Context: an optimization exercise on an open-source flow, tuned for small area. The choices shown serve that exercise and are no tape-out recipe. The RTL was checked by simulation tests, not by an equivalence proof against the original design. Power is estimated from default activity; no workload was simulated.

$ cat design/flow/flow/run.sh
#!/bin/bash
# Own layout flow: the standard ORFS flow (standard.sh) with these changes:
#  - synthesis maps the combinational logic with ABC using an area-oriented
#    script (flow/abc.script: &deepsyn, then &dch/&nf) instead of ORFS's
#    delay-oriented one, and skips Yosys's adder cell mapping so that ABC
#    sees adders as plain logic. Registers are mapped exactly as in the
#    standard synthesis (same Yosys passes up to ABC).
#  - synthesis runs eight times, four at a time, with different &deepsyn
#    seeds, and the smallest netlist is kept for the layout.
#  - the port buffers are sky130_fd_sc_hd__buf_1.
# Each run's full output goes to a log file in this folder (ORFS keeps its
# per-step logs under orfs/logs/).
set -euo pipefail
W=$PWD
SEEDS="0 1 2 3 4 5 6 7"
run_seed() {
  s=$1
  rm -rf "$W/scripts_$s" "$W/orfs_$s"
  cp -r "$FLOW_HOME/scripts" "$W/scripts_$s"
  sed "s/@SEED@/$s/" "$W/flow/abc.script" > "$W/scripts_$s/abc_speed.script"
  bash standard.sh SCRIPTS_DIR="$W/scripts_$s" ADDER_MAP_FILE= WORK_HOME="$W/orfs_$s" synth > "$W/synth_$s.log" 2>&1 || true
}
for s in 0 1 2 3; do run_seed $s & done
wait
for s in 4 5 6 7; do run_seed $s & done
wait
best=""; best_area=""
for s in $SEEDS; do
  rpt="$W/orfs_$s/reports/$FLOW_PLATFORM/pong/base/synth_stat.txt"
  [[ -f "$rpt" ]] || continue
  a=$(awk '/Chip area for module/ {print $NF}' "$rpt")
  echo "seed $s: area $a" >> "$W/synth_choice.log"
  if [[ -z "$best" ]] || awk -v a="$a" -v b="$best_area" 'BEGIN{exit !(a < b)}'; then
    best=$s; best_area=$a
  fi
done
echo "chosen seed $best ($best_area)" >> "$W/synth_choice.log"
rm -rf "$W/orfs"
mv "$W/orfs_$best" "$W/orfs"
for s in $SEEDS; do [[ "$s" == "$best" ]] || rm -rf "$W/orfs_$s" "$W/scripts_$s"; done
bash standard.sh SCRIPTS_DIR="$W/scripts_$best" ADDER_MAP_FILE= BUFFER_PORTS_ARGS="-buffer_cell sky130_fd_sc_hd__buf_1" finish > "$W/layout.log" 2>&1
test -f "$W/out/final.def"
$ cat design/flow/flow/abc.script
&get -n
&st
&deepsyn -J 100 -T 300 -S @SEED@
&dch -f
&nf -R 1000
&put
topo
$ cat design/flow/standard.sh
#!/bin/bash
# synth_recipe.tcl (not shown) runs the flow's synth.tcl, then flattens the netlist and writes it again
# the make line also repeats each setting of config.mk as NAME=value (left out here)
make -C /OpenROAD-flow-scripts/flow DESIGN_CONFIG=/design/flow/config.mk WORK_HOME=/design/flow/orfs CLKGATE_MAP_FILE= SYNTH_SCRIPT=/design/flow/synth_recipe.tcl "${@:-finish}"
$ cat design/flow/config.mk
export PLATFORM = sky130hd
export DESIGN_NAME = pong
export DESIGN_NICKNAME = pong
export VERILOG_FILES = /design/flow/design.v
export SDC_FILE = /design/flow/constraint.sdc
export NUM_CORES = 4
export LEC_CHECK = 0
export CAP_MARGIN = 20
export CORE_MARGIN = 2
export CORE_UTILIZATION = 60
export CTS_BUF_LIST = sky130_fd_sc_hd__clkbuf_8
export PLACE_DENSITY = 0.7
export SLEW_MARGIN = 20
$ cat design/flow/constraint.sdc
create_clock -name core_clock -period 20.0 [get_ports {clk}]
set_input_delay 4.0000 -clock core_clock [delete_from_list [all_inputs] [get_ports {clk}]]
set_output_delay 4.0000 -clock core_clock [all_outputs]
set_load 0.01 [all_outputs]
$ cat design/flow/design.v
module hvsync_generator(clk, rst, vga_h_sync, vga_v_sync, inDisplayArea, CounterX, CounterY, frame_tick);
input clk;
input rst;
output vga_h_sync, vga_v_sync;
output inDisplayArea;
output [9:0] CounterX;
output [8:0] CounterY;
output frame_tick;
reg [9:0] CounterX;
reg [8:0] CounterY;
wire CounterXmaxed = CounterX[9] & (&CounterX[7:0]);
always @(posedge clk, posedge rst)
if(rst)
	CounterX <= 0;
else if(CounterXmaxed)
	CounterX <= 0;
else
	CounterX <= CounterX + 1;
always @(posedge clk, posedge rst)
if(rst)
	CounterY <= 0;
else if(CounterXmaxed) CounterY <= CounterY + 1;
reg vga_HS, vga_VS;
always @(posedge clk, posedge rst)
if(rst) begin
	vga_HS <= 0;
	vga_VS <= 0;
end
else begin
	vga_HS <= CounterX[9] & CounterX[7] & ~CounterX[6] & ~CounterX[5] & CounterX[4];
	vga_VS <= (CounterY==500);
end
wire inDisplayArea = (CounterY != 0) && (CounterY <= 478) && (CounterX <= 629);
assign frame_tick = vga_VS & (CounterX==1);
assign vga_h_sync = ~vga_HS;
assign vga_v_sync = ~vga_VS;
endmodule
module pong(clk, rst, Movleft, Movright, vga_h_sync, vga_v_sync, vga_R, vga_G, vga_B, Shoot);
input clk, rst, Movleft, Movright, Shoot;
output vga_h_sync, vga_v_sync, vga_R, vga_G, vga_B;
wire inDisplayArea;
wire [9:0] X;
wire [8:0] Y;
wire ResetCollision;
hvsync_generator syncgen(.clk(clk), .rst(rst), .vga_h_sync(vga_h_sync), .vga_v_sync(vga_v_sync),
  .inDisplayArea(inDisplayArea), .CounterX(X), .CounterY(Y), .frame_tick(ResetCollision));
wire [4:0] Yr = Y[8:4];
reg start, GameO, GameO_d, livereset, respawn, exitstart, death;
reg [2:0] lives;
reg [8:0] blk_gone;          
reg [9:0] accum8;
reg [6:0] accum_hi;
wire pps = (X[2:0] == 0) & (accum8 == 0);
wire pps1 = pps & (accum_hi == 0);
always @(posedge clk, posedge rst)
    if(rst) begin
        accum8 <= 0;
        accum_hi <= 0;
    end
    else begin
        if (&X[2:0]) accum8 <= (accum8[9] & accum8[6] & accum8[5] & accum8[4]) ? 10'd0 : accum8 + 1'b1;   
        if (pps) accum_hi <= (accum_hi == 0 ? 7'd100 : accum_hi) - 1'b1;
    end
reg [8:0] PaddlePosition;
always @(posedge clk, posedge rst)
    if(rst) PaddlePosition <= 249;
    else if(start) PaddlePosition <= 249;
    else if(pps & ~GameO) begin
        if(Movright) begin
            if(~&PaddlePosition) PaddlePosition <= PaddlePosition + 1'b1;
        end
        else if(Movleft) begin
            if(|PaddlePosition) PaddlePosition <= PaddlePosition - 1'b1;
        end
    end
reg [9:0] ballX;
reg [4:0] ballYr;
reg ball_dirX, ball_dirY, movX, movY;
wire [10:0] dX = {1'b0, X} - {1'b0, ballX};      
wire xb0  = (dX == 11'd0);
wire xb8  = (dX == 11'd8);
wire xb16 = (dX == 11'd16);
wire yrow  = (Yr == ballYr);
wire [5:0] ballYr1 = {1'b0, ballYr} + 1'b1;
wire yrow1 = ({1'b0, Yr} == ballYr1);
wire y4  = (Y[3:0] == 4'd4);
wire y12 = (Y[3:0] == 4'd12);
wire yb0  = y4 & yrow;       
wire yb8  = y12 & yrow;      
wire yb16 = y4 & yrow1;      
reg ball_inX, ball_inY;
always @(posedge clk, posedge rst)
        if(rst) ball_inX <= 0;
        else if(ball_inX==0) ball_inX <= xb0 & ball_inY;
        else ball_inX <= !xb16;
always @(posedge clk, posedge rst)
        if(rst) ball_inY <= 0;
        else if(ball_inY==0) ball_inY <= yb0;
        else ball_inY <= !yb16;
wire ball = ball_inX & ball_inY;
wire border = (X[9:3]==0) || (X[9:3]==78) || (Y[8:3]==0) || (Y[8:3]==59);
wire [10:0] dP = {1'b0, X} - {2'b0, PaddlePosition};     
wire paddle = ~dP[10] && (dP[9:0] >= 8) && (dP[9:0] <= 120) && (Yr==27);
wire BouncingObject = border | paddle;
wire deatharea = (X<=640) && (Yr==28);
wire [8:0] bcol;
assign bcol[0] = (X>=40)  && (X<=100);
assign bcol[1] = (X>=102) && (X<=162);
assign bcol[2] = (X>=164) && (X<=224);
assign bcol[3] = (X>=226) && (X<=286);
assign bcol[4] = (X>=288) && (X<=348);
assign bcol[5] = (X>=350) && (X<=410);
assign bcol[6] = (X>=412) && (X<=472);
assign bcol[7] = (X>=474) && (X<=534);
assign bcol[8] = (X>=536) && (X<=596);
wire row7 = (Yr == 7);
wire row30 = (Yr == 30);
wire [8:0] blk = bcol & (({9{row30}} & blk_gone) | ({9{row7}} & ~blk_gone));
wire blocks = |blk;
wire hitA = xb0 & yb8;       
wire hitB = xb8 & yb0;       
wire hitC = xb16 & yb8;      
wire hitD = xb8 & yb16;      
reg CollisionX1, CollisionX2, CollisionY1, CollisionY2, CollisionDeath;
reg [8:0] BlockHit;
always @(posedge clk, posedge rst)
    if(rst) begin
        CollisionX1 <= 0; CollisionX2 <= 0; CollisionY1 <= 0; CollisionY2 <= 0;
        CollisionDeath <= 0; BlockHit <= 0;
    end
    else if(ResetCollision) begin
        CollisionX1 <= 0; CollisionX2 <= 0; CollisionY1 <= 0; CollisionY2 <= 0;
        CollisionDeath <= 0; BlockHit <= 0;
    end
    else begin
        if(BouncingObject & hitA) CollisionX1 <= 1;
        if(BouncingObject & hitC) CollisionX2 <= 1;
        if(BouncingObject & hitB) CollisionY1 <= 1;
        if(BouncingObject & hitD) CollisionY2 <= 1;
        if(deatharea & hitA) CollisionDeath <= 1;
        BlockHit <= BlockHit | (blk & {9{hitA | hitB}});
    end
wire BlockCollision = |BlockHit;
reg [2:0] lives_n;
reg lives_dec;
reg GameO_n, livereset_n, respawn_n, start_n;
reg [8:0] blk_gone_n;
wire [8:0] first_hit = BlockHit & ~(BlockHit - 1'b1);
always @* begin
    lives_n = lives; lives_dec = 0;
    GameO_n = GameO; livereset_n = livereset; respawn_n = respawn; start_n = start;
    blk_gone_n = blk_gone;
    if(ResetCollision | CollisionDeath | (lives==0) | Shoot) begin
        if(BlockCollision & ~respawn)
            blk_gone_n = blk_gone | first_hit;
        else if(CollisionDeath & ~livereset & ~GameO & ~start) begin
            lives_dec = 1;
            livereset_n = 1;
        end
        else if(Shoot & ~GameO) livereset_n = 0;
        if(Shoot & GameO) begin
            blk_gone_n = 0;
            lives_n = 3;
            livereset_n = 1;
            start_n = 1;
            GameO_n = 0;
        end
        if(lives_n == 0) GameO_n = 1;
        if(exitstart & start_n) start_n = 0;
    end
    else if(&blk_gone) begin
        respawn_n = 1;
        lives_n = lives + 1'b1;
        blk_gone_n = 0;
    end
    if(death & respawn_n) respawn_n = 0;
end
reg [1:0] i;
reg s;
wire cd_step = pps1 & start;
always @(posedge clk, posedge rst)
    if(rst) begin
        i <= 0; s <= 0; exitstart <= 0;
    end
    else begin
        if(cd_step) begin
            i <= i + 1'b1;
            if(i == 3) s <= 1;
        end
        else if(~start) s <= 0;
        exitstart <= start & (s | exitstart);
    end
reg [9:0] ballX_n;
reg [4:0] ballYr_n;
reg ball_dirX_n, ball_dirY_n, movX_n, movY_n, death_n;
always @* begin
    ballX_n = ballX; ballYr_n = ballYr; ball_dirX_n = ball_dirX; ball_dirY_n = ball_dirY;
    movX_n = movX; movY_n = movY; death_n = death;
    if(ResetCollision & ~GameO) begin
        if((~(CollisionX1 & CollisionX2) & ~death & ~respawn) | BlockCollision) begin
            if(movX) ballX_n = ball_dirX ? ballX - 2'd2 : ballX + 2'd2;
            if(CollisionX2) ball_dirX_n = 1;
            else if(CollisionX1) ball_dirX_n = 0;
            else if(BlockCollision & ~movX) begin
                movX_n = 1;
                ball_dirY_n = 0;
                if(PaddlePosition > 249) ball_dirX_n = 0;
                else if(PaddlePosition < 249) ball_dirX_n = 1;
            end
            else if(BlockCollision) ball_dirY_n = ~ball_dirY;
        end
        if((~(CollisionY1 & CollisionY2 & ~respawn) & ~death) | BlockCollision) begin
            if(movY) ballYr_n = ball_dirY ? ballYr - 1'b1 : ballYr + 1'b1;
            if(CollisionY2) ball_dirY_n = 1;
            else if(CollisionY1) begin
                ball_dirY_n = 0;
                movX_n = 1;
            end
        end
        if(CollisionDeath | respawn) begin
            ballX_n = PaddlePosition + 10'd50;
            ballYr_n = 26;
            movX_n = 0;
            movY_n = 0;
            death_n = 1;
        end
        else if(death) begin
            ballX_n = PaddlePosition + 10'd55;
            if(Shoot & ~start) begin
                movY_n = 1;
                death_n = 0;
            end
        end
    end
end
always @(posedge clk, posedge rst)
    if(rst) begin
        lives <= 3;
        GameO <= 0;
        GameO_d <= 0;
        blk_gone <= 0;
        livereset <= 0;
        respawn <= 0;
        start <= 1;
        movX <= 0; movY <= 0;
        death <= 1;
        ballX <= 180;
        ballYr <= 26;
        ball_dirX <= 0;
        ball_dirY <= 0;
    end
    else begin
        lives <= lives_dec ? lives - 1'b1 : lives_n;
        GameO <= GameO_n;
        GameO_d <= GameO;
        blk_gone <= blk_gone_n;
        livereset <= livereset_n;
        respawn <= respawn_n;
        start <= start_n;
        movX <= movX_n; movY <= movY_n;
        death <= death_n;
        ballX <= ballX_n;
        ballYr <= ballYr_n;
        ball_dirX <= ball_dirX_n;
        ball_dirY <= ball_dirY_n;
    end
function inr; input [9:0] x; input [9:0] lo; input [9:0] hi; inr = (x >= lo) && (x <= hi); endfunction
wire I1 = inr(X,125,135), I2 = inr(X,125,190), I3 = inr(X,165,190), I4 = inr(X,180,190), I5 = inr(X,210,220),
     I6 = inr(X,210,275), I7 = inr(X,265,275), I8 = inr(X,295,305), I9 = inr(X,295,322), I10 = inr(X,322,333),
     I11 = inr(X,333,360), I12 = inr(X,350,360), I13 = inr(X,380,390), I14 = inr(X,380,445), I15 = inr(X,295,360),
     I16 = inr(X,435,445), I17 = inr(X,380,435), I18 = inr(X,220,230), I19 = inr(X,255,265), I20 = inr(X,230,255);
wire S = I1|I5|I7|I8|I12|I10|I13;
wire T = I1|I4|I8|I13;
reg go_row;
always @* case (Yr)
  11: go_row = I2|I6|I9|I11|I14;
  12: go_row = S;
  13: go_row = S|I3|I6|I14;
  14: go_row = S|I4;
  15: go_row = S|I4|I2|I14;
  19: go_row = I2|I5|I7|I15|I14;
  20: go_row = T|I5|I7|I16;
  21: go_row = T|I5|I7|I15|I17;
  22: go_row = T|I18|I19|I16;
  23: go_row = T|I20|I15|I16|I2;
  default: go_row = 0;
endcase
wire GameOver = GameO_d & go_row;
wire xA = (X>=257) && (X<=322);
wire threeA   = xA && ((Yr==11) || (Yr==13));
wire threeB   = xA && (Yr==15);
wire threeleft= (X>=312) && (X<=322) && (Y[8:6]==3);
wire twoleft  = (X>=257) && (X<=267) && (Y[8:5]==7);
wire tworight = (X>=312) && (X<=322) && (Y[8:5]==6);
wire onemid   = (X>=285) && (X<=295) && (Y[8:6]==3);
wire onetop   = (X>=257) && (X<=295) && (Yr==11);
wire countdown = ((i==1 || i==2) && threeA) || ((i!=0) && threeB) || ((i==1) && threeleft)
              || ((i==2) && (twoleft || tworight)) || ((i==3) && (onemid || onetop));
wire R = BouncingObject | ball | GameOver;
wire G = R | blocks;
wire B = G | countdown;
reg vga_R, vga_G, vga_B;
always @(posedge clk, posedge rst)
if(rst) begin
	vga_R <= 0;
	vga_G <= 0;
	vga_B <= 0;
end
else begin
	vga_R <= R & inDisplayArea;
	vga_G <= G & inDisplayArea;
	vga_B <= B & inDisplayArea;
end
endmodule
==> results of run 1 <==
## metrics by stage
step,util (%),instance area [sq um],total power [uW]
4_1_cts,65.2,6640,368
6_report,65.2,6640,366
2_1_floorplan,-,6210,228
3_5_place_dp,63.2,6440,232
5_1_grt,65.2,6640,378
3_3_place_gp,63.2,6440,231
## synthesized netlist by cell type, types with 2 or more instances
library cell and number:
nand3b_1 2, nor2_1 86, o211ai_1 8, o22ai_1 7, o41ai_1 2, dfstp_2 17
o21a_1 2, nor3_1 31, a211oi_1 5, nand4_1 10, a22o_1 4, o2111ai_1 3
clkinv_1 27, a311oi_1 3, and3_1 15, or2_0 2, nand2_1 93, nor2b_1 8
o21ai_0 89, o21bai_1 2, o31ai_1 6, mux2i_1 2, and2_0 9, or4_1 2
xor2_1 12, o221ai_1 2, nor3b_1 4, dfrtp_1 90, nand3_1 22, a21oi_1 66
a211o_1 3, xnor2_1 28, a31oi_1 13, a41oi_1 5, or3_1 14, a2111oi_0 2
nor4_1 10, a221oi_1 5, nand2b_1 21, a32o_1 4
## area by class of cell
type	instances	area, sq um	area share, %
Clock inverter	6	63.8	0.961
Inverter	27	104	1.56
Tap cell	136	170	2.56
Sequential cell	107	2700	40.6
Multi-Input combinational cell	615	3410	51.3
Timing Repair Buffer	12	56.3	0.848
Clock buffer	10	138	2.07
## state kept, by name, indices dropped and copies added (netlist names), 2 cells and up
name / cells
accum8: 10
ballX: 10
syncgen.CounterX: 10
BlockHit: 9
PaddlePosition: 9
blk_gone: 9
syncgen.CounterY: 9
accum_hi: 7
ballYr: 5
lives: 3
i: 2
## cells in the final DEF, fill, tap and decap left out, types with 12 or more instances in the layout
| master | instances |
|---|---|
| o21ai_0 | 89 |
| a31oi_1 | 13 |
| or3_1 | 14 |
| dfrtp_1 | 90 |
| nand2b_1 | 21 |
| dfstp_2 | 17 |
| clkinv_1 | 26 |
| a21oi_1 | 66 |
| nand3_1 | 22 |
| xor2_1 | 12 |
| nor2_1 | 86 |
| and3_1 | 15 |
| nor3_1 | 31 |
| xnor2_1 | 28 |
| nand2_1 | 93 |
## critical path, stage by stage
cell,delay (ns)
buf_1,0.19
nor2_1,0.07
or3_1,0.33
a21oi_1,0.14
o21ai_0,0.14
nor2_1,0.34
o21ai_0,0.33
nor3_1,0.25
nor2_1,0.06
nand2_1,0.08
## power by group through the flow
| stage | clock network (uW) | logic [uW] | registers (uW) |
|---|---|---|---|
| floorplan | 0 | 5.41 | 223 |
| global placement | 0 | 7.53 | 224 |
| detailed placement | 0 | 7.98 | 224 |
| CTS | 140 | 8.03 | 219 |
| global route | 149 | 9.09 | 220 |
| finish | 139 | 7.70 | 220 |
## logic make-up after synthesis
group                     after synthesis  share of synthesized area (%)
and+or+nand+nor                       333                           25.6
AOI/OAI and AO/OA                     239                           23.1
DFF                                   107                           43.5
xor gates and xnor gates               40                           5.64
buffers and inverters                  27                           1.63
muxes                                   3                          0.504
## metal layers
metal | vias up | wire length (microns)
met2 | 321 | 8080
li1 | 2802 | -
met5 | - | 0
met4 | 0 | 462
met3 | 52 | 1390
met1 | 2920 | 7550
## worst max-delay path by stage
stage / start / to / slack [ns] / cells past startpoint
finish: Movright / PaddlePosition[6]$_DFFE_PP1P_ / 14.40 / 10
global route: Movright / PaddlePosition[7]$_DFFE_PP1P_ / 14.15 / 10
CTS: Movright / PaddlePosition[6]$_DFFE_PP1P_ / 14.44 / 10
detailed placement: Movright / PaddlePosition[6]$_DFFE_PP1P_ / 14.06 / 10
global placement: Movright / PaddlePosition[7]$_DFFE_PP1P_ / 14.18 / 10
floorplan: rst / BlockHit[0]$_DFF_PP0_ / 14.19 / 1
==> impl_metrics.csv, run 1 <==
group,metric,value,unit
outcome,status,"finished clean",
critical_path,reg2reg_depth,17,
critical_path,cp.arrival,5.93,ns
power_and_ir_drop,p_int,280,uW
die,dieArea,11200,sq um
clocking,clk-insertion-delay-late,0.39,ns
placed_design,dp_hpwl,12500,microns
power_and_ir_drop,leakage,0.00253,uW
synthesis,synth_ff_type,"dfrtp_1",
min_path,hold_depth,1,
grt,grt_pass1_vias,5704,
synthesis,syn-num-nets,754,
synthesis,synth.cell_area,6210,sq um
grt,met2_usage,49.8,%
grt,track_usage,32.3,%
cells_and_area,syn_to_final_growth,6.93,%
drt,wirelength,17500,microns
min_path,holdCritStartpoint,"accum_hi[3]$_DFFE_PP0P_",
grt,grt_util_met3,4.76,%
grt,grtUsageMet1,46.1,%
cells_and_area,fillers,887,
synthesis,synth_cells,749,
synthesis,yosys.area.top_type_share,36.3,%
min_path,hp-class,"reg2reg",
grt,antenna_found_initial,0,
drt,vias,6095,
clocking,cts_buffers,9,
grt,grt_pass1_wl,28800,microns
synthesis,synth-edff-count,0,
sta,max_slew_margin,35.3,%
critical_path,crit_type,"in2reg",
power_and_ir_drop,vdd.ir_drop.worst,0.0393,mV
power_and_ir_drop,p_seq_share,59.9,%
synthesis,synthArstFlopShare,100,%
sta,period_share,28.0,%
sta,hold_slack,0.479,ns
die,initial_core_util,61.0,%
die,fp.dieW,106,microns
die,die_h,106,microns
clocking,cts_tree,"yes",
grt,grt_max_degree,55,
sta,worst_slew_pin_slew,0.957,ns
die,fp.coreArea,10200,sq um
critical_path,rr_startpoint,"syncgen.CounterX[5]$_DFF_PP0_",
sta,setup_violations,0,
power_and_ir_drop,pwr-share-comb,2.1,%
power_and_ir_drop,switching_share,23.4,%
clocking,postCtsSetupRepairBufs,0,
placed_design,gp_congestion,1.04,
critical_path,r2r-end,"ballX[9]$_DFFE_PP0P_",
placed_design,io_buffers,9,
drt,avgRoutedWirePerCell,19.1,microns
cells_and_area,antenna_cells,0,
power_and_ir_drop,p_clk_share,38.0,%
synthesis,synth.area.top_cells,"dfrtp_1 36%, dfstp_2 7.2%, o21ai_0 7.2%",
sta,setup_tns,0,ns
critical_path,cp_data_required_time,20.33,ns
die,ios,10,
synthesis,yosys.area.top_type,"dfrtp_1",
die,row_count,37,
sta,finalMaxSlewViolations,0,
synthesis,ys_warn_count,2,
min_path,whs_endpoint,"accum_hi[3]$_DFFE_PP0P_",
sta,fmax,179,MHz
placed_design,preCtsSetupSlack,14.06,ns
grt,grt_most_used_layer,"met2",
synthesis,seq_area_frac_synth,43.5,%
drt,vias_per_cell,6.68,
critical_path,cp_max_fo,6,
sta,final_hold_viol_count,0,
clocking,cts-root-buf,"clkbuf_8",
sta,setup_ws,14.40,ns
power_and_ir_drop,power_density,55.2,nW/um^2
clocking,clock_path_buffers,2,
clocking,cts_resized,0,
critical_path,rrSetupSlack,15.00,ns
cells_and_area,final_layout_size_suffix_gt1_share,4.76,%
synthesis,ys_types,53,
sta,rsz0062_at_grt,"false",
cells_and_area,fin_nets,777,
job,max_cap_viol_count,0,
drt,drt_iter0_markers,674,
sta,finClkSkew,0.0157,ns
cells_and_area,fin_cells,913,
critical_path,cp-end-kind,"flip-flop",
placed_design,place_inst,897,
synthesis,ys_ff_latch,107,
power_and_ir_drop,switching_power,85.9,uW
clocking,clk_pin_slew,0.10,ns
drt,drc,0,
drt,drtPass1Iterations,5,
critical_path,startpoint_type,"input port",
clocking,holdBufCountCts,0,
drt,ant_nets,0,
clocking,clock-sinks,107,
clocking,cts_max_level,3,
synthesis,avgSynthCellArea,8.29,sq um
sta,min_period,5.60,ns
grt,overflow,0,
==> run 2, diff against run 1 <==
--- a/design/flow/flow/run.sh
+++ b/design/flow/flow/run.sh
@@ -9,4 +9,5 @@
 #    seeds, and the smallest netlist is kept for the layout.
 #  - the port buffers are sky130_fd_sc_hd__buf_1.
+#  - clock tree synthesis inserts no dummy loads (CTS_ARGS below).
 # Each run's full output goes to a log file in this folder (ORFS keeps its
 # per-step logs under orfs/logs/).
@@ -39,4 +40,4 @@
 mv "$W/orfs_$best" "$W/orfs"
 for s in $SEEDS; do [[ "$s" == "$best" ]] || rm -rf "$W/orfs_$s" "$W/scripts_$s"; done
-bash standard.sh SCRIPTS_DIR="$W/scripts_$best" ADDER_MAP_FILE= BUFFER_PORTS_ARGS="-buffer_cell sky130_fd_sc_hd__buf_1" finish > "$W/layout.log" 2>&1
+bash standard.sh SCRIPTS_DIR="$W/scripts_$best" ADDER_MAP_FILE= BUFFER_PORTS_ARGS="-buffer_cell sky130_fd_sc_hd__buf_1" CTS_ARGS="-sink_clustering_enable -sink_clustering_size 27 -sink_clustering_max_diameter 150 -sink_clustering_levels 1 -repair_clock_nets -buf_list sky130_fd_sc_hd__clkbuf_8 -dont_use_dummy_load" finish > "$W/layout.log" 2>&1
 test -f "$W/out/final.def"
--- a/design/flow/config.mk
+++ b/design/flow/config.mk
@@ -8,6 +8,6 @@
 export CAP_MARGIN = 20
 export CORE_MARGIN = 2
-export CORE_UTILIZATION = 60
+export CORE_UTILIZATION = 75
 export CTS_BUF_LIST = sky130_fd_sc_hd__clkbuf_8
-export PLACE_DENSITY = 0.7
+export PLACE_DENSITY = 0.85
 export SLEW_MARGIN = 20
==> run 2 against run 1 <==
  * Synthesized cell count is the same
  * Die area shrank 19%
  * Final cell count shrank 4.3%
  * Critical endpoint unchanged
  * Largest cell class unchanged
  * Largest power group unchanged
  * Highest routed layer unchanged
==> impl_metrics.csv, run 2 <==
group,metric,value,unit
outcome,status,"finished clean",
die,fp.dieW,95.0,microns
sta,fmax,174,MHz
clocking,cts_tree,"yes",
synthesis,synth_common_cells,"93 x nand2_1, 90 x dfrtp_1, 89 x o21ai_0",
drt,ant_nets,0,
clocking,clk-insertion-delay-late,0.38,ns
power_and_ir_drop,p_seq_share,65.4,%
drt,avgRoutedWirePerCell,21.1,microns
sta,setup_ws,14.25,ns
synthesis,ys_ff_latch,107,
min_path,holdCritStartpoint,"accum_hi[6]$_DFFE_PP0P_",
critical_path,crit_type,"in2reg",
drt,vias_per_cell,7.31,
clocking,holdBufCountCts,0,
clocking,cts_max_level,3,
synthesis,synth.cell_area,6210,sq um
critical_path,cp_max_fo,6,
grt,grt_most_used_layer,"met2",
drt,wirelength,18400,microns
placed_design,place_inst,865,
grt,grt_pass1_vias,6089,
sta,period_share,28.8,%
critical_path,rrSetupSlack,14.89,ns
power_and_ir_drop,p_clk_share,32.3,%
min_path,hold_depth,1,
critical_path,r2r-end,"ballX[9]$_DFFE_PP0P_",
sta,min_period,5.75,ns
power_and_ir_drop,leakage,0.00249,uW
sta,setup_violations,0,
clocking,postCtsSetupRepairBufs,0,
power_and_ir_drop,p_int,260,uW
synthesis,synthArstFlopShare,100,%
drt,vias,6387,
drt,drtPass1Iterations,8,
synthesis,yosys.area.top_type,"dfrtp_1",
critical_path,startpoint_type,"input port",
power_and_ir_drop,pwr-share-comb,2.2,%
critical_path,crit_slowest_cell,"nor2_1",
critical_path,reg2reg_depth,15,
clocking,cts_buffers,9,
die,row_count,33,
die,die_h,95.0,microns
cells_and_area,fillers,553,
clocking,clock-sinks,107,
synthesis,yosysMostFrequentCell,"nand2_1",
synthesis,yosys.area.top_type_share,36.3,%
power_and_ir_drop,switching_power,76.0,uW
min_path,whs_endpoint,"accum_hi[6]$_DFFE_PP0P_",
grt,track_usage,42.7,%
grt,grt_pass1_wl,29800,microns
critical_path,path_buf_inv,1,
critical_path,cp_cell_sequence,"buf_1 -> nor2_1 -> or3_1 -> a21oi_1 -> o21ai_0 -> nor2_1 -> o21ai_0 -> nor3_1 -> nor2_1 -> nand2_1",
grt,grt_max_degree,59,
die,ios,10,
clocking,cts-root-buf,"clkbuf_8",
power_and_ir_drop,power_density,51.5,nW/um^2
synthesis,synth-edff-count,0,
grt,grt_util_met3,9.42,%
sta,max_slew_margin,26.2,%
cells_and_area,layout_common_cells,"93 x nand2_1, 90 x dfrtp_1, 89 x o21ai_0, 86 x nor2_1, 66 x a21oi_1",
die,fp.coreArea,8130,sq um
sta,finalMaxSlewViolations,0,
grt,met2_usage,66.7,%
critical_path,crit_top_cell,"nor2_1",
critical_path,cp.arrival,6.05,ns
sta,setup_tns,0,ns
cells_and_area,syn_to_final_growth,4.94,%
clocking,cts_resized,0,
critical_path,rr_startpoint,"syncgen.CounterX[3]$_DFF_PP0_",
placed_design,io_buffers,9,
cells_and_area,fin_cells,874,
die,dieArea,9020,sq um
sta,final_hold_viol_count,0,
cells_and_area,antenna_cells,0,
placed_design,dpl_cell_area,6390,sq um
cells_and_area,final_layout_size_suffix_gt1_share,3.77,%
power_and_ir_drop,vdd.ir_drop.worst,0.0395,mV
synthesis,avgSynthCellArea,8.29,sq um
critical_path,max_stage_delay,0.37,ns
sta,worst_slew_pin_slew,1.10,ns
drt,drt_iter0_markers,888,
synthesis,ys_warn_count,2,
synthesis,seq_area_frac_synth,43.5,%
critical_path,cp_data_required_time,20.30,ns
cells_and_area,postLayoutCellArea,6520,sq um
sta,rsz0062_at_grt,"false",
grt,overflow,0,
min_path,hp-class,"reg2reg",
job,max_cap_viol_count,0,
die,initial_core_util,76.3,%
placed_design,preCtsSetupSlack,13.98,ns
grt,antenna_found_initial,0,
clocking,clk_pin_slew,0.08,ns
critical_path,cp-end-kind,"flip-flop",
grt,grtUsageMet1,56.4,%
synthesis,syn-num-nets,754,
synthesis,synth.area.top_cells,"dfrtp_1 36%, dfstp_2 7.2%, o21ai_0 7.2%",
critical_path,critPathTopFamily,"simple AND/OR/NAND/NOR gates",
cells_and_area,fin_nets,776,
synthesis,synth_cells,749,
synthesis,synth_ff_type,"dfrtp_1",
sta,finClkSkew,0.0358,ns
drt,drc,0,
clocking,clock_path_buffers,2,
placed_design,gp_congestion,0.982,
synthesis,ys_types,53,
power_and_ir_drop,switching_share,22.6,%
cells_and_area,final_common_cell,"nand2_1",
cells_and_area,largest_registers,"accum8 (10), ballX (10), syncgen.CounterX (10)",
placed_design,dp_hpwl,13100,microns
## run 2: power groups by stage
stage / combinational (uW) / sequential, uW / clock (uW)
after floorplan: 5.41 / 223 / 0
after global placement: 7.30 / 223 / 0
after detailed placement: 7.73 / 223 / 0
after CTS: 7.73 / 219 / 107
after global routing: 8.86 / 220 / 115
final: 7.53 / 220 / 108
## run 2: final cells by class
class / instances / area [sq um] / area share, %
flip-flops and latches: 107 / 2700 / 41.4
well taps: 105 / 131 / 2.02
clock buffers: 9 / 124 / 1.90
multi-input cells: 615 / 3410 / 52.3
repair buffers: 11 / 48.8 / 0.749
inverters: 27 / 104 / 1.59
## run 2: logic make-up (layout without fill, tap and decap cells)
| group | count (synthesis) | in the layout | synth area share (%) |
|---|---|---|---|
| buffers and inverters | 27 | 47 | 1.63 |
| and+or+nand+nor | 333 | 333 | 25.6 |
| AOI/OAI and AO/OA | 239 | 239 | 23.1 |
| xor gates and xnor gates | 40 | 40 | 5.64 |
| DFF | 107 | 107 | 43.5 |
| muxes | 3 | 3 | 0.504 |
## run 2: stage by stage
| step | hold WS [ns] | power (uW) | util, % |
|---|---|---|---|
| after detailed placement | 0.448 | 231 | 78.6 |
| final | 0.473 | 335 | 80.1 |
| after global placement | 0.441 | 231 | 78.6 |
| after floorplan | 0.383 | 228 | - |
| after global routing | 0.499 | 344 | 80.1 |
| after CTS | 0.474 | 334 | 80.1 |
## run 2: worst max path at each step
| stage | from | to | slack, ns | depth (start not counted) |
|---|---|---|---|---|
| CTS | Movright | PaddlePosition[6]$_DFFE_PP1P_ | 14.33 | 10 |
| global route | Movright | PaddlePosition[6]$_DFFE_PP1P_ | 14.02 | 10 |
| finish | Movright | PaddlePosition[6]$_DFFE_PP1P_ | 14.25 | 10 |
| detailed placement | Movright | PaddlePosition[6]$_DFFE_PP1P_ | 13.98 | 10 |
| global placement | Movright | PaddlePosition[6]$_DFFE_PP1P_ | 14.20 | 10 |
| floorplan | rst | BlockHit[0]$_DFF_PP0_ | 14.19 | 1 |
## run 2: worst register-to-register path: cells and delay by family (launching register included)
family / cells / cell delay [ns]
XOR/XNOR: 1 / 0.13
flip-flops: 1 / 0.67
buffers and inverters: 1 / 0.09
AND/OR/NAND/NOR: 9 / 3.25
AO/OA/AOI/OAI: 4 / 0.80
## run 2: layer usage
layer  share of wire [%]  vias up  wire (microns)
met3                  12      102            2200
li1                    -     2787               -
met4                 4.7        0             874
met2                  46      506            8540
met5                   0        -               0
met1                  37     2992            6800
==> run 3, diff against run 2 <==
--- a/design/flow/flow/run.sh
+++ b/design/flow/flow/run.sh
@@ -40,4 +40,4 @@
 mv "$W/orfs_$best" "$W/orfs"
 for s in $SEEDS; do [[ "$s" == "$best" ]] || rm -rf "$W/orfs_$s" "$W/scripts_$s"; done
-bash standard.sh SCRIPTS_DIR="$W/scripts_$best" ADDER_MAP_FILE= BUFFER_PORTS_ARGS="-buffer_cell sky130_fd_sc_hd__buf_1" CTS_ARGS="-sink_clustering_enable -sink_clustering_size 27 -sink_clustering_max_diameter 150 -sink_clustering_levels 1 -repair_clock_nets -buf_list sky130_fd_sc_hd__clkbuf_8 -dont_use_dummy_load" finish > "$W/layout.log" 2>&1
+bash standard.sh SCRIPTS_DIR="$W/scripts_$best" ADDER_MAP_FILE= BUFFER_PORTS_ARGS="-buffer_cell sky130_fd_sc_hd__buf_1" CTS_ARGS="-sink_clustering_enable -repair_clock_nets -buf_list sky130_fd_sc_hd__clkbuf_8 -dont_use_dummy_load" finish > "$W/layout.log" 2>&1
 test -f "$W/out/final.def"
==> run 3 against run 2 <==
  * Still clean
  * First-iteration DRC count unchanged
  * Maximum frequency did not move
  * Synthesized area stayed put
  * Sequential power about the same
  * Critical path type unchanged
  * Largest cell class unchanged
==> impl_metrics.csv, run 3 <==
group,metric,value,unit
die,row_count,33,
cells_and_area,fillers,553,
critical_path,cp-end-kind,"flip-flop",
critical_path,max_stage_delay,0.37,ns
power_and_ir_drop,power_density,51.5,nW/um^2
clocking,cts_max_level,3,
power_and_ir_drop,switching_power,76.0,uW
placed_design,io_buffers,9,
drt,vias,6387,
power_and_ir_drop,vdd.ir_drop.worst,0.0395,mV
clocking,holdBufCountCts,0,
sta,setup_violations,0,
synthesis,seq_area_frac_synth,43.5,%
job,max_cap_viol_count,0,
grt,overflow,0,
grt,track_usage,42.7,%
sta,fmax,174,MHz
power_and_ir_drop,leakage,0.00249,uW
sta,finClkSkew,0.0358,ns
sta,final_hold_viol_count,0,
grt,grt_pass1_wl,29800,microns
sta,period_share,28.8,%
clocking,postCtsSetupRepairBufs,0,
sta,worst_slew_pin_slew,1.10,ns
die,die_h,95.0,microns
clocking,cts_tree,"yes",
clocking,clk_pin_slew,0.08,ns
die,dieArea,9020,sq um
power_and_ir_drop,pwr-share-comb,2.2,%
clocking,clock_path_buffers,2,
cells_and_area,layout_common_cells,"93 x nand2_1, 90 x dfrtp_1, 89 x o21ai_0, 86 x nor2_1, 66 x a21oi_1",
power_and_ir_drop,p_int,260,uW
critical_path,crit_type,"in2reg",
drt,drc,0,
grt,grt_pass1_vias,6089,
synthesis,ys_types,53,
cells_and_area,final_layout_size_suffix_gt1_share,3.77,%
cells_and_area,antenna_cells,0,
critical_path,crit_top_cell,"nor2_1",
power_and_ir_drop,switching_share,22.6,%
cells_and_area,largest_registers,"accum8 (10), ballX (10), syncgen.CounterX (10)",
drt,ant_nets,0,
die,ios,10,
cells_and_area,syn_to_final_growth,4.94,%
critical_path,crit_slowest_cell,"nor2_1",
sta,rsz0062_at_grt,"false",
power_and_ir_drop,finalPower,335,uW
drt,drtPass1Iterations,8,
critical_path,cp.arrival,6.05,ns
drt,wirelength,18400,microns
clocking,cts_resized,0,
drt,drt_iter0_markers,888,
sta,min_period,5.75,ns
clocking,clk-insertion-delay-late,0.38,ns
die,initial_core_util,76.3,%
synthesis,synth_cells,749,
synthesis,synth.cell_area,6210,sq um
clocking,cts-root-buf,"clkbuf_8",
die,fp.dieW,95.0,microns
clocking,clock-sinks,107,
power_and_ir_drop,p_seq_share,65.4,%
drt,avgRoutedWirePerCell,21.1,microns
sta,finalMaxSlewViolations,0,
critical_path,cp_cell_sequence,"buf_1 -> nor2_1 -> or3_1 -> a21oi_1 -> o21ai_0 -> nor2_1 -> o21ai_0 -> nor3_1 -> nor2_1 -> nand2_1",
critical_path,startpoint_type,"input port",
synthesis,synthArstFlopShare,100,%
synthesis,synth_common_cells,"93 x nand2_1, 90 x dfrtp_1, 89 x o21ai_0",
cells_and_area,final_common_cell,"nand2_1",
synthesis,syn-num-nets,754,
synthesis,synth.area.top_cells,"dfrtp_1 36%, dfstp_2 7.2%, o21ai_0 7.2%",
synthesis,yosysMostFrequentCell,"nand2_1",
placed_design,dp_hpwl,13100,microns
die,fp.coreArea,8130,sq um
synthesis,avgSynthCellArea,8.29,sq um
power_and_ir_drop,p_clk_share,32.3,%
outcome,status,"finished clean",
synthesis,ys_warn_count,2,
grt,grt_max_degree,59,
sta,setup_tns,0,ns
placed_design,gp_congestion,0.982,
synthesis,synth_ff_type,"dfrtp_1",
sta,max_slew_margin,26.2,%
synthesis,ys_ff_latch,107,
clocking,cts_buffers,9,
min_path,hp-class,"reg2reg",
grt,antenna_found_initial,0,
synthesis,yosys.area.top_type,"dfrtp_1",
cells_and_area,fin_nets,776,
synthesis,yosys.area.top_type_share,36.3,%
drt,vias_per_cell,7.31,
critical_path,cp_data_required_time,20.30,ns
synthesis,synth-edff-count,0,
critical_path,cp_max_fo,6,
-- run 3: cell counts in the layout (fill, tap and decap cells not counted) --
No cell type changed its count.
-- run 3: power groups by stage --
| stage | combinational, uW | clock, uW | sequential, uW |
|---|---|---|---|
| global placement | 7.30 | 0 | 223 |
| global route | 8.86 | 115 | 220 |
| finish | 7.53 | 108 | 220 |
| floorplan | 5.41 | 0 | 223 |
| CTS | 7.73 | 107 | 219 |
| detailed placement | 7.73 | 0 | 223 |
-- run 3: worst paths after layout --
path,cells past startpoint,endpoint,start,slack (ns)
worst min-delay path,1,accum_hi[6]$_DFFE_PP0P_,accum_hi[6]$_DFFE_PP0P_,0.47
worst max register to register,15,ballX[9]$_DFFE_PP0P_,syncgen.CounterX[3]$_DFF_PP0_,14.89
max in group asynchronous,3,ballX[1]$_DFFE_PP0P_,rst,15.16
worst min register to register,1,accum_hi[6]$_DFFE_PP0P_,accum_hi[6]$_DFFE_PP0P_,0.47
min in group asynchronous,2,BlockHit[3]$_DFF_PP0_,rst,3.66
worst max-delay path,10,PaddlePosition[6]$_DFFE_PP1P_,Movright,14.25
-- run 3: cell families after synthesis --
family	Yosys count	share of synthesized area [%]
XOR/XNOR	40	5.64
flip-flops	107	43.5
AO/OA/AOI/OAI	239	23.1
multiplexers	3	0.504
AND/OR/NAND/NOR	333	25.6
buffers and inverters	27	1.63
-- run 3: area by class of cell --
class / instances / area (sq um) / area share (%)
Clock buffer: 9 / 124 / 1.90
Inverter: 27 / 104 / 1.59
Multi-Input combinational cell: 615 / 3410 / 52.3
Sequential cell: 107 / 2700 / 41.4
Tap cell: 105 / 131 / 2.02
Timing Repair Buffer: 11 / 48.8 / 0.749
-- run 3: layer usage --
metal / GRT usage [%] / share of wire, %
met5: 0 / 0
met4: 21.0 / 4.7
met3: 9.42 / 12
met2: 66.7 / 46
met1: 56.4 / 37
-- run 3: critical path, delay by kind of cell --
family                 cells  cell delay, ns
buffers and inverters      1            0.20
and+or+nand+nor            6            1.21
AOI/OAI and AO/OA          3            0.64
-- run 3: metrics by stage --
stage                     hold slack (ns)  util, %  instances  area [sq um]  setup WS (ns)
after global routing                0.499     80.1        874          6520          14.02
final                               0.473     80.1        874          6520          14.25
after floorplan                     0.383        -        749          6210          14.19
after global placement              0.441     78.6        865          6390          14.20
after CTS                           0.474     80.1        874          6520          14.33
after detailed placement            0.448     78.6        865          6390          13.98
==> run 4, diff against run 3 <==
==> design/flow/flow/abc.script (replaced) <==
&get -n
&st
&deepsyn -J 100 -T 300 -S @SEED@
&dch -f
&nf -R 1000 -p -F 10 -A 10 -a
&put
topo
==> run 4 against run 3 <==
  * Still clean on timing, DRC and antenna
  * Utilization grew 0.67 points
  * Setup slack improved by 0.013 ns
  * Sequential share of layout area down 0.13 points
  * Synthesized area is 0.24% lower
  * Via count shrank 0.22%
  * Wire length is 1.2% higher
  * Design area up 0.33%
==> impl_metrics.csv, run 4 <==
group,metric,value,unit
outcome,status,"finished clean",
placed_design,dpl_cell_area,6400,sq um
critical_path,cp-end-kind,"flip-flop",
power_and_ir_drop,p_int,260,uW
synthesis,ys_ff_latch,107,
clocking,cts_max_level,3,
critical_path,cp_max_fo,6,
power_and_ir_drop,power_density,51.4,nW/um^2
drt,avgRoutedWirePerCell,21.5,microns
grt,antenna_found_initial,0,
sta,final_hold_viol_count,0,
drt,drc,0,
critical_path,cp_data_required_time,20.28,ns
sta,fmax,174,MHz
cells_and_area,antenna_cells,0,
grt,overflow,0,
sta,setup_violations,0,
die,die_h,94.9,microns
drt,drt_iter0_markers,823,
grt,grt_max_degree,69,
synthesis,syn-num-nets,742,
clocking,cts_buffers,9,
placed_design,dp_hpwl,12700,microns
sta,max_slew_margin,44.3,%
synthesis,synth-edff-count,0,
cells_and_area,layout_common_cells,"90 x dfrtp_1, 85 x nand2_1, 83 x o21ai_0, 77 x nor2_1, 69 x a21oi_1",
power_and_ir_drop,switching_share,22.8,%
power_and_ir_drop,pwr-share-comb,2.4,%
sta,finalMaxSlewViolations,0,
cells_and_area,final_layout_size_suffix_gt1_share,4.34,%
critical_path,crit_top_cell,"o21ai_0",
synthesis,yosysMostFrequentCell,"dfrtp_1",
cells_and_area,final_common_cell,"dfrtp_1",
clocking,cts_resized,0,
critical_path,cp.arrival,6.02,ns
critical_path,crit_type,"in2reg",
synthesis,synth_cells,737,
die,fp.dieW,94.9,microns
synthesis,ys_types,52,
die,ios,10,
clocking,clk-insertion-delay-late,0.38,ns
synthesis,ys_warn_count,2,
critical_path,path_buf_inv,1,
critical_path,rr_startpoint,"syncgen.CounterX[6]$_DFF_PP0_",
cells_and_area,fillers,521,
power_and_ir_drop,p_seq_share,65.2,%
grt,track_usage,42.7,%
sta,period_share,28.7,%
clocking,holdBufCountCts,0,
die,fp.coreArea,8090,sq um
drt,vias,6373,
cells_and_area,postLayoutCellArea,6540,sq um
clocking,clock_path_buffers,2,
drt,drtPass1Iterations,8,
synthesis,synth.area.top_cells,"dfrtp_1 36%, dfstp_2 7.2%, o21ai_0 6.7%",
synthesis,seq_area_frac_synth,43.6,%
power_and_ir_drop,p_clk_share,32.4,%
synthesis,avgSynthCellArea,8.41,sq um
die,initial_core_util,76.5,%
synthesis,synth_common_cells,"90 x dfrtp_1, 85 x nand2_1, 83 x o21ai_0",
synthesis,synthArstFlopShare,100,%
critical_path,crit_slowest_cell,"or3_1",
die,dieArea,9000,sq um
clocking,clk_pin_slew,0.11,ns
sta,setup_tns,0,ns
cells_and_area,syn_to_final_growth,5.53,%
drt,wirelength,18600,microns
critical_path,cp_cell_sequence,"buf_1 -> nor2_1 -> or3_1 -> a21oi_1 -> o21ai_0 -> nor2_1 -> o21ai_0 -> o21ai_0 -> nand2_1",
grt,grt_pass1_vias,6058,
placed_design,io_buffers,9,
cells_and_area,largest_registers,"accum8 (10), ballX (10), syncgen.CounterX (10)",
synthesis,yosys.area.top_type_share,36.4,%
synthesis,synth_ff_type,"dfrtp_1",
grt,grt_pass1_wl,29600,microns
clocking,cts_tree,"yes",
clocking,clock-sinks,107,
cells_and_area,fin_cells,865,
critical_path,startpoint_type,"input port",
critical_path,critPathTopFamily,"compound AO/OA/AOI/OAI gates",
min_path,hp-class,"reg2reg",
synthesis,yosys.area.top_type,"dfrtp_1",
clocking,cts-root-buf,"clkbuf_8",
sta,rsz0062_at_grt,"false",
sta,min_period,5.74,ns
sta,hold_slack,0.480,ns
drt,ant_nets,0,
sta,finClkSkew,0.0371,ns
min_path,holdCritStartpoint,"accum_hi[6]$_DFFE_PP0P_",
placed_design,place_inst,856,
power_and_ir_drop,leakage,0.00254,uW
clocking,postCtsSetupRepairBufs,0,
die,row_count,33,
power_and_ir_drop,vdd.ir_drop.worst,0.0521,mV
job,max_cap_viol_count,0,
sta,worst_slew_pin_slew,0.835,ns
synthesis,synth.cell_area,6190,sq um
power_and_ir_drop,switching_power,76.8,uW
critical_path,setup.worst_path.start,"Movright",
critical_path,max_stage_delay,0.35,ns
placed_design,gp_congestion,1.11,
drt,vias_per_cell,7.37,
cells_and_area,fin_nets,767,
## run 4: cell types whose count changed in the layout (fill, tap and decap cells not counted), sizes merged, moves of 3 or more
| cell | change |
|---|---|
| a21o | +3 |
| buf | +3 |
| nand2b | -4 |
| nor3 | -3 |
| nor2b | +6 |
| nor2 | -9 |
| o21ai | -6 |
| a21oi | +3 |
| and3 | +4 |
| nand2 | -8 |
## run 4: layout make-up
class	count	area (sq um)	share of cell area, %
Timing Repair Buffer	14	71.3	1.09
Tap cell	105	131	2.01
Multi-Input combinational cell	601	3400	52.0
Clock buffer	9	124	1.89
Inverter	29	111	1.70
Sequential cell	107	2700	41.3
## run 4: logic make-up (layout without fill, tap and decap cells)
kind of cell | Yosys count | after routing | synth area share [%]
compound gates | 238 | 238 | 23.2
xor+xnor | 42 | 42 | 5.94
buf+inv | 29 | 52 | 1.76
flops | 107 | 107 | 43.6
mux | 3 | 3 | 0.505
simple gates | 318 | 318 | 25.0
## run 4: metrics by stage
stage               total power [uW]  setup WS, ns  util [%]
global placement                 231         14.22      79.1
floorplan                        228         14.19         -
global route                     345         13.98      80.8
finish                           336         14.26      80.8
CTS                              335         14.38      80.7
detailed placement               231         14.01      79.1
## run 4: worst paths after layout
| kind | slack (ns) | to | depth (start not counted) |
|---|---|---|---|
| worst min register to register | 0.48 | accum_hi[6]$_DFFE_PP0P_ | 1 |
| min in group asynchronous | 3.64 | syncgen.CounterX[8]$_DFF_PP0_ | 2 |
| max in group asynchronous | 15.13 | PaddlePosition[2]$_DFFE_PP0P_ | 3 |
| worst max register to register | 14.29 | ballX[9]$_DFFE_PP0P_ | 15 |
| worst max-delay path | 14.26 | PaddlePosition[7]$_DFFE_PP1P_ | 9 |
| worst min-delay path | 0.48 | accum_hi[6]$_DFFE_PP0P_ | 1 |
## run 4: worst reg2reg max path: cells and delay by family, from the launching register on
kind | cells | cell delay (ns)
DFF | 1 | 0.84
buffers and inverters | 1 | 0.39
xor gates and xnor gates | 1 | 0.14
AOI/OAI and AO/OA | 3 | 0.40
and+or+nand+nor | 9 | 3.53
muxes | 1 | 0.26
## run 4: per-layer routing
metal	global-route usage (%)	vias up	part of all wire [%]
met3	9.26	139	11
met2	67.0	508	45
li1	-	2759	-
met5	0	-	0
met4	24.4	0	6.1
met1	54.9	2967	37
## run 4: power groups by stage
stage                     Clock, uW  Combinational [uW]  Sequential (uW)
after global routing            117                9.24              220
after floorplan                   0                5.50              223
after detailed placement          0                8.04              223
after global placement            0                7.48              223
final                           109                7.92              219
after CTS                       107                8.13              219
==> run 5, diff against run 4 <==
--- a/design/flow/flow/run.sh
+++ b/design/flow/flow/run.sh
@@ -9,10 +9,11 @@
 #    seeds, and the smallest netlist is kept for the layout.
 #  - the port buffers are sky130_fd_sc_hd__buf_1.
-#  - clock tree synthesis inserts no dummy loads (CTS_ARGS below).
+#  - clock tree synthesis inserts no dummy loads and uses a clkbuf_4 root
+#    buffer with clkbuf_8 elsewhere (CTS_ARGS below).
 # Each run's full output goes to a log file in this folder (ORFS keeps its
 # per-step logs under orfs/logs/).
 set -euo pipefail
 W=$PWD
-SEEDS="0 1 2 3 4 5 6 7"
+SEEDS="6"
 run_seed() {
   s=$1
@@ -22,7 +23,7 @@
   bash standard.sh SCRIPTS_DIR="$W/scripts_$s" ADDER_MAP_FILE= WORK_HOME="$W/orfs_$s" synth > "$W/synth_$s.log" 2>&1 || true
 }
-for s in 0 1 2 3; do run_seed $s & done
+for s in 6; do run_seed $s & done
 wait
-for s in 4 5 6 7; do run_seed $s & done
+true
 wait
 best=""; best_area=""
@@ -40,4 +41,4 @@
 mv "$W/orfs_$best" "$W/orfs"
 for s in $SEEDS; do [[ "$s" == "$best" ]] || rm -rf "$W/orfs_$s" "$W/scripts_$s"; done
-bash standard.sh SCRIPTS_DIR="$W/scripts_$best" ADDER_MAP_FILE= BUFFER_PORTS_ARGS="-buffer_cell sky130_fd_sc_hd__buf_1" CTS_ARGS="-sink_clustering_enable -repair_clock_nets -buf_list sky130_fd_sc_hd__clkbuf_8 -dont_use_dummy_load" finish > "$W/layout.log" 2>&1
+bash standard.sh SCRIPTS_DIR="$W/scripts_$best" ADDER_MAP_FILE= BUFFER_PORTS_ARGS="-buffer_cell sky130_fd_sc_hd__buf_1" CTS_ARGS="-sink_clustering_enable -repair_clock_nets -buf_list sky130_fd_sc_hd__clkbuf_8 -root_buf sky130_fd_sc_hd__clkbuf_4 -dont_use_dummy_load" finish > "$W/layout.log" 2>&1
 test -f "$W/out/final.def"
--- a/design/flow/config.mk
+++ b/design/flow/config.mk
@@ -8,6 +8,6 @@
 export CAP_MARGIN = 20
 export CORE_MARGIN = 2
-export CORE_UTILIZATION = 75
+export CORE_UTILIZATION = 85
 export CTS_BUF_LIST = sky130_fd_sc_hd__clkbuf_8
-export PLACE_DENSITY = 0.85
+export PLACE_DENSITY = 0.92
 export SLEW_MARGIN = 20
==> run 5 against run 4 <==
  * The run now fails in global placement without I/O (3_1_place_gp_skip_io)
  * Synthesized area is the same
  * Synthesized cell count is the same
==> impl_metrics.csv, run 5 <==
group,metric,value,unit
synthesis,synth_ff_type,"dfrtp_1",
synthesis,ys_types,52,
synthesis,synth_cells,737,
die,row_count,31,
die,die_h,89.4,microns
die,fp.dieW,89.4,microns
outcome,firstError,"[ERROR GPL-0301] Utilization 100.519 % exceeds 100%.",
die,initial_core_util,86.8,%
synthesis,yosysMostFrequentCell,"dfrtp_1",
synthesis,syn-num-nets,742,
synthesis,yosys.area.top_type_share,36.4,%
synthesis,seq_area_frac_synth,43.6,%
synthesis,synth-edff-count,0,
synthesis,synthArstFlopShare,100,%
synthesis,ys_ff_latch,107,
synthesis,ys_warn_count,2,
outcome,failed_stage,"global placement without I/O (3_1_place_gp_skip_io)",
synthesis,yosys.area.top_type,"dfrtp_1",
synthesis,avgSynthCellArea,8.41,sq um
synthesis,synth.area.top_cells,"dfrtp_1 36%, dfstp_2 7.2%, o21ai_0 6.7%",
synthesis,synth_common_cells,"90 x dfrtp_1, 85 x nand2_1, 83 x o21ai_0",
synthesis,synth.cell_area,6190,sq um
outcome,status,"aborted with a tool error",
## run 5: cell counts after synthesis
No cell type changed its count.
## run 5: kinds of logic after synthesis
group                  share of synthesized area [%]
XOR/XNOR                                        5.94
AND/OR/NAND/NOR                                 25.0
flip-flops                                      43.6
buffers and inverters                           1.76
multiplexers                                   0.505
AO/OA/AOI/OAI                                   23.2

## what the ideal ports hide
The results above use ideal ports. As a check the final layouts listed here were re-extracted and re-timed, cells and wires unchanged. Step 1: set_driving_cell puts a clkbuf_16 on clk and a buf_2 on each other input, an assumption about the parent block. Step 2 adds t to the input delays and takes it off the output delays; t is the mean of the earliest and latest rising clock arrival at the registers after step 1. Input paths then give back, and output paths get back, about the clock's delay inside the block. Slacks: no drivers / after step 1 / after step 2; pairs: no drivers / after step 1.
| run | t, ns | setup slack, ns | worst setup path at the end | worst data-port slew with drivers (ns) |
|---|---|---|---|---|
| run 1 | 0.414 | 14.401 / 14.412 / 13.998 | input to register | 0.03 |
| run 2 | 0.400 | 14.248 / 14.257 / 13.857 | input to register | 0.03 |
| run 3 | 0.400 | 14.248 / 14.257 / 13.857 | input to register | 0.03 |
| run 4 | 0.399 | 14.261 / 14.273 / 13.874 | input to register | 0.03 |
After both steps setup and hold are still met in every run listed. For run 1, which loses most, drivers alone change the setup slack by +0.011 ns; drivers and shift together by -0.403 ns.
